This design comes from an exercise in tuning for small area on the open sky130 flow, not from production work.
Function was checked by simulation only, so behaviour that the tests miss may differ from the original.
No activity file was given, so power comes from the tool's default toggle rates.

==> inputs of run a <==
==> flow/design.v <==
module vga
  (input  logic clck,
   input  logic reset,
   input  logic left_btn,
   input  logic right_btn,
   input  logic [9:0] serve_x,
   input  logic [8:0] serve_y,
   input  logic [2:0] serve_xv,
   input  logic [2:0] serve_yv,
   input  logic [9:0] paddle_x0,
   output logic hsync,
   output logic vsync,
   output logic r,
   output logic g,
   output logic b);
   logic [9:0] p;       
   logic [9:0] ln;      
   logic       first;   
   logic lineEnd;
   assign lineEnd = p == 638;
   always_ff @(posedge clck) begin
      if(reset) begin
         p <= 639;
         ln <= 479;
         first <= 1;
      end else begin
         p <= (p == 799) ? 10'd0 : p + 10'd1;
         if(lineEnd) begin
            ln <= (ln == 524) ? 10'd0 : ln + 10'd1;
            if(ln == 481) first <= 0;
         end
      end
   end
   logic active;
   assign active = !first && ln < 480;
   assign hsync = !(p >= 656 && p <= 751);
   assign vsync = !(ln == 490 || ln == 491);
   logic [9:0] div;
   logic [4:0] cl, cr;    
   always_ff @(posedge clck) begin
      if(reset) begin
         div <= 0;
         cl <= 16;
         cr <= 16;
      end else begin
         div <= div + 10'd1;
         if(div == 0) begin
            if(!left_btn) cl <= 0; else if(!cl[4]) cl <= cl + 5'd1;
            if(!right_btn) cr <= 0; else if(!cr[4]) cr <= cr + 5'd1;
         end
      end
   end
   logic left, right;
   assign left = !cl[4];
   assign right = !cr[4];
   logic [2:0] colour;
   logic       prev;
   always_ff @(posedge clck) begin
      if(reset) begin
         colour <= 1;
         prev <= 0;
      end else begin
         prev <= left | right;
         if((left | right) && !prev)
           colour <= (colour == 7) ? 3'd1 : colour + 3'd1;
      end
   end
   logic [9:0] q;
   logic upd_p;
   assign upd_p = !first && ln == 480 && p == 640;
   always_ff @(posedge clck) begin
      if(reset) begin
         q <= 10'd639 - paddle_x0;
      end else if(upd_p && !left && right) begin
         q <= (q <= 52) ? 10'd51 : q - 10'd1;
      end else if(upd_p && left && !right) begin
         q <= (q >= 636) ? 10'd639 : q + 10'd3;
      end else begin
         q <= (q == 799) ? 10'd0 : q + 10'd1;
      end
   end
   logic [9:0] e;
   logic [8:0] by;
   logic [2:0] xv, yv;
   logic upd_b, upd_h;
   assign upd_b = !first && ln == 480 && p == 641;
   assign upd_h = !first && ln == 481 && e == 11;
   logic wl, wr, wt, wb, wp;
   always_comb begin
      case(xv)
        3'd1: wl = e >= 632;
        3'd2: wl = e >= 634;
        3'd3: wl = e >= 636;
        default: wl = 0;
      endcase
      case(xv)
        3'd5: wr = e <= 13;
        3'd6: wr = e <= 15;
        3'd7: wr = e <= 17;
        default: wr = 0;
      endcase
      case(yv)
        3'd1: wt = by < 10;
        3'd2: wt = by < 8;
        3'd3: wt = by < 6;
        default: wt = 0;
      endcase
      case(yv)
        3'd5: begin wp = by >= 429; wb = by >= 469; end
        3'd6: begin wp = by >= 428; wb = by >= 468; end
        3'd7: begin wp = by >= 427; wb = by >= 467; end
        default: begin wp = 0; wb = 0; end
      endcase
   end
   logic hit;
   assign hit = q >= 1 && q <= 61;
   always_ff @(posedge clck) begin
      if(reset) begin
         e <= 10'd639 - serve_x;
         by <= serve_y;
         xv <= serve_xv;
         yv <= serve_yv;
      end else begin
         if(upd_b) begin
            e <= e + 10'd5 - {7'd0, xv};
            by <= by + {{6{~yv[2]}}, ~yv[2], yv[1:0]};
            if(wl | wr) xv <= -xv;
            if(wt) yv <= -yv;
         end else begin
            e <= (e == 799) ? 10'd0 : e + 10'd1;
         end
         if(upd_h) begin
            if(wp && hit) begin
               yv <= -yv;
               if(q < 13)      xv <= (xv < 3) ? 3'd1 : xv - 3'd2;
               else if(q < 25) xv <= (xv < 2) ? 3'd1 : xv - 3'd1;
               else if(q < 37) ;
               else if(q < 49) xv <= (xv > 6) ? 3'd7 : xv + 3'd1;
               else if(q < 61) xv <= (xv > 5) ? 3'd7 : xv + 3'd2;
            end else if(wb) begin
               yv <= -yv;
            end
         end
      end
   end
   logic xzero;
   always_ff @(posedge clck) begin
      if(p == 639) xzero <= e == 639;
   end
   logic bcol, brow, pcol, prow;
   assign bcol = (p < 640) ? (e <= 10) : xzero;
   assign brow = ln[8:0] >= by && ln[8:0] <= by + 9'd10;
   assign pcol = p < 640 && q <= 50;
   assign prow = ln >= 440 && ln <= 460;
   logic bp, pp;
   always_ff @(posedge clck) begin
      if(reset) begin
         bp <= 0; pp <= 0;
      end else begin
         bp <= active && brow && bcol;
         pp <= active && prow && pcol;
      end
   end
   assign r = (pp & colour[0]) | bp;
   assign g = (pp & colour[1]) | bp;
   assign b = (pp & colour[2]) | bp;
endmodule
==> flow/flow/run.sh <==
#!/bin/bash
set -euo pipefail
W=$PWD
rm -rf "$W/scripts_own"
cp -r "$FLOW_HOME/scripts" "$W/scripts_own"
cp "$W/flow/abc_area.script" "$W/scripts_own/abc_area.script"
bash "$W/standard.sh" SCRIPTS_DIR="$W/scripts_own" ADDER_MAP_FILE= ABC_AREA=1 \
  "BUFFER_PORTS_ARGS=-buffer_cell sky130_fd_sc_hd__buf_1" finish > "$W/flow_make.log" 2>&1
==> flow/flow/abc_area.script <==
strash
ifraig
scorr
dc2
strash
&get -n
&deepsyn -T 60
&put
dch -f
amap
topo
stime -c
==> flow/standard.sh <==
#!/bin/bash
# synth_recipe.tcl (not shown) runs the flow's synth.tcl, then flattens the netlist and writes it again
# the make line also repeats each setting of config.mk as NAME=value (left out here)
make -C /OpenROAD-flow-scripts/flow DESIGN_CONFIG=/design/flow/config.mk WORK_HOME=/design/flow/orfs CLKGATE_MAP_FILE= SYNTH_SCRIPT=/design/flow/synth_recipe.tcl "${@:-finish}"
==> flow/config.mk <==
export PLATFORM = sky130hd
export DESIGN_NAME = vga
export DESIGN_NICKNAME = vga
export VERILOG_FILES = /design/flow/design.v
export SDC_FILE = /design/flow/constraint.sdc
export NUM_CORES = 4
export LEC_CHECK = 0
export CAP_MARGIN = 20
export CORE_MARGIN = 2
export CORE_UTILIZATION = 40
export CTS_BUF_LIST = sky130_fd_sc_hd__clkbuf_8
export PLACE_DENSITY = 0.6
export SLEW_MARGIN = 20
==> flow/constraint.sdc <==
create_clock -name core_clock -period 10.0 [get_ports {clck}]
set_input_delay 2.0000 -clock core_clock [delete_from_list [all_inputs] [get_ports {clck}]]
set_output_delay 2.0000 -clock core_clock [all_outputs]
set_load 0.01 [all_outputs]
==> run b: changes against run a <==
--- a/flow/design.v
+++ b/flow/design.v
@@ -29,3 +29,3 @@
             ln <= (ln == 524) ? 10'd0 : ln + 10'd1;
-            if(ln == 481) first <= 0;
+            if(ln == 488) first <= 0;
          end
@@ -37,3 +37,3 @@
    assign vsync = !(ln == 490 || ln == 491);
-   logic [9:0] div;
+   logic [9:0] div;       
    logic [4:0] cl, cr;    
@@ -45,3 +45,3 @@
       end else begin
-         div <= div + 10'd1;
+         div <= {div[8:0], div[9] ^ div[6] ^ (div[8:0] == 0)};
          if(div == 0) begin
@@ -82,7 +82,16 @@
    logic [9:0] e;
-   logic [8:0] by;
+   logic [9:0] ry;
    logic [2:0] xv, yv;
-   logic upd_b, upd_h;
-   assign upd_b = !first && ln == 480 && p == 641;
-   assign upd_h = !first && ln == 481 && e == 11;
+   logic mv;             
+   assign mv = !first && ln[9:2] == 121 && ln[1:0] != 3;
+   logic hold_e;         
+   assign hold_e = mv && ln[1:0] == 0 &&
+                   (xv[2] ? (p < {8'd0, xv[1:0]}) : (xv[1:0] != 0 && p + {8'd0, xv[1:0]} >= 4));
+   logic ystep;          
+   assign ystep = mv && (yv[2] ? ln[1:0] < yv[1:0] : ln[1:0] < 2'(3'd4 - yv));
+   logic ry_inc;
+   assign ry_inc = (lineEnd && !(ystep && yv[2])) || (p == 639 && ystep && !yv[2]);
+   logic upd_w, upd_h;
+   assign upd_w = !first && ln == 487 && p == 640;
+   assign upd_h = !first && ln == 488 && e == 11;
    logic wl, wr, wt, wb, wp;
@@ -90,4 +99,4 @@
       case(xv)
-        3'd1: wl = e >= 632;
-        3'd2: wl = e >= 634;
+        3'd1: wl = e >= 634;
+        3'd2: wl = e >= 635;
         3'd3: wl = e >= 636;
@@ -96,5 +105,5 @@
       case(xv)
-        3'd5: wr = e <= 13;
-        3'd6: wr = e <= 15;
-        3'd7: wr = e <= 17;
+        3'd5: wr = e <= 11;
+        3'd6: wr = e <= 12;
+        3'd7: wr = e <= 13;
         default: wr = 0;
@@ -102,5 +111,5 @@
       case(yv)
-        3'd1: wt = by < 10;
-        3'd2: wt = by < 8;
-        3'd3: wt = by < 6;
+        3'd1: wt = ry >= 481;
+        3'd2: wt = ry >= 482;
+        3'd3: wt = ry >= 483;
         default: wt = 0;
@@ -108,5 +117,5 @@
       case(yv)
-        3'd5: begin wp = by >= 429; wb = by >= 469; end
-        3'd6: begin wp = by >= 428; wb = by >= 468; end
-        3'd7: begin wp = by >= 427; wb = by >= 467; end
+        3'd5: begin wp = ry <= 59; wb = ry <= 19; end
+        3'd6: begin wp = ry <= 60; wb = ry <= 20; end
+        3'd7: begin wp = ry <= 61; wb = ry <= 21; end
         default: begin wp = 0; wb = 0; end
@@ -119,3 +128,3 @@
          e <= 10'd639 - serve_x;
-         by <= serve_y;
+         ry <= 10'd479 - {1'b0, serve_y};
          xv <= serve_xv;
@@ -123,9 +132,7 @@
       end else begin
-         if(upd_b) begin
-            e <= e + 10'd5 - {7'd0, xv};
-            by <= by + {{6{~yv[2]}}, ~yv[2], yv[1:0]};
+         if(!hold_e) e <= (e == 799) ? 10'd0 : e + 10'd1;
+         if(ry_inc) ry <= (ry == 524) ? 10'd0 : ry + 10'd1;
+         if(upd_w) begin
             if(wl | wr) xv <= -xv;
             if(wt) yv <= -yv;
-         end else begin
-            e <= (e == 799) ? 10'd0 : e + 10'd1;
          end
@@ -151,3 +158,3 @@
    assign bcol = (p < 640) ? (e <= 10) : xzero;
-   assign brow = ln[8:0] >= by && ln[8:0] <= by + 9'd10;
+   assign brow = ry <= 10;
    assign pcol = p < 640 && q <= 50;
==> run summary <==
Register-to-register slack: run a is worse than run b (0.54 ns). In run a the cell area is higher than in run b, by about 5%. Clock power is about the same in run a and run b. Of run a and run b, run b has the higher flip-flop and latch count (gap 1).

-- separate check: timing with driven ports --
Ports are ideal in the flow. The routed layouts listed here were re-timed in OpenROAD. Step 1 sets driving cells, clkbuf_16 on the clock port and buf_2 on the other inputs (assumed; they add their load-dependent delay and slew). Step 2 moves the port delays by t, midway between the first and last clock arrival at a register: inputs arrive t later, outputs are due t later. That takes back most of the time a late clock gives input paths. a / b / c = ideal ports / drivers / drivers and shift; a / b = the first two.
run	shift t [ns]	slack for setup (ns)	worst hold slack (ns)
run a	0.396	6.113 / 6.113 / 5.994	0.445 / 0.445 / 0.445
run b	0.388	6.236 / 6.205 / 6.102	0.422 / 0.422 / 0.422
After both steps every run listed still meets setup and hold. For run b, which loses most, drivers alone change the setup slack by -0.031 ns; drivers and shift together by -0.134 ns.
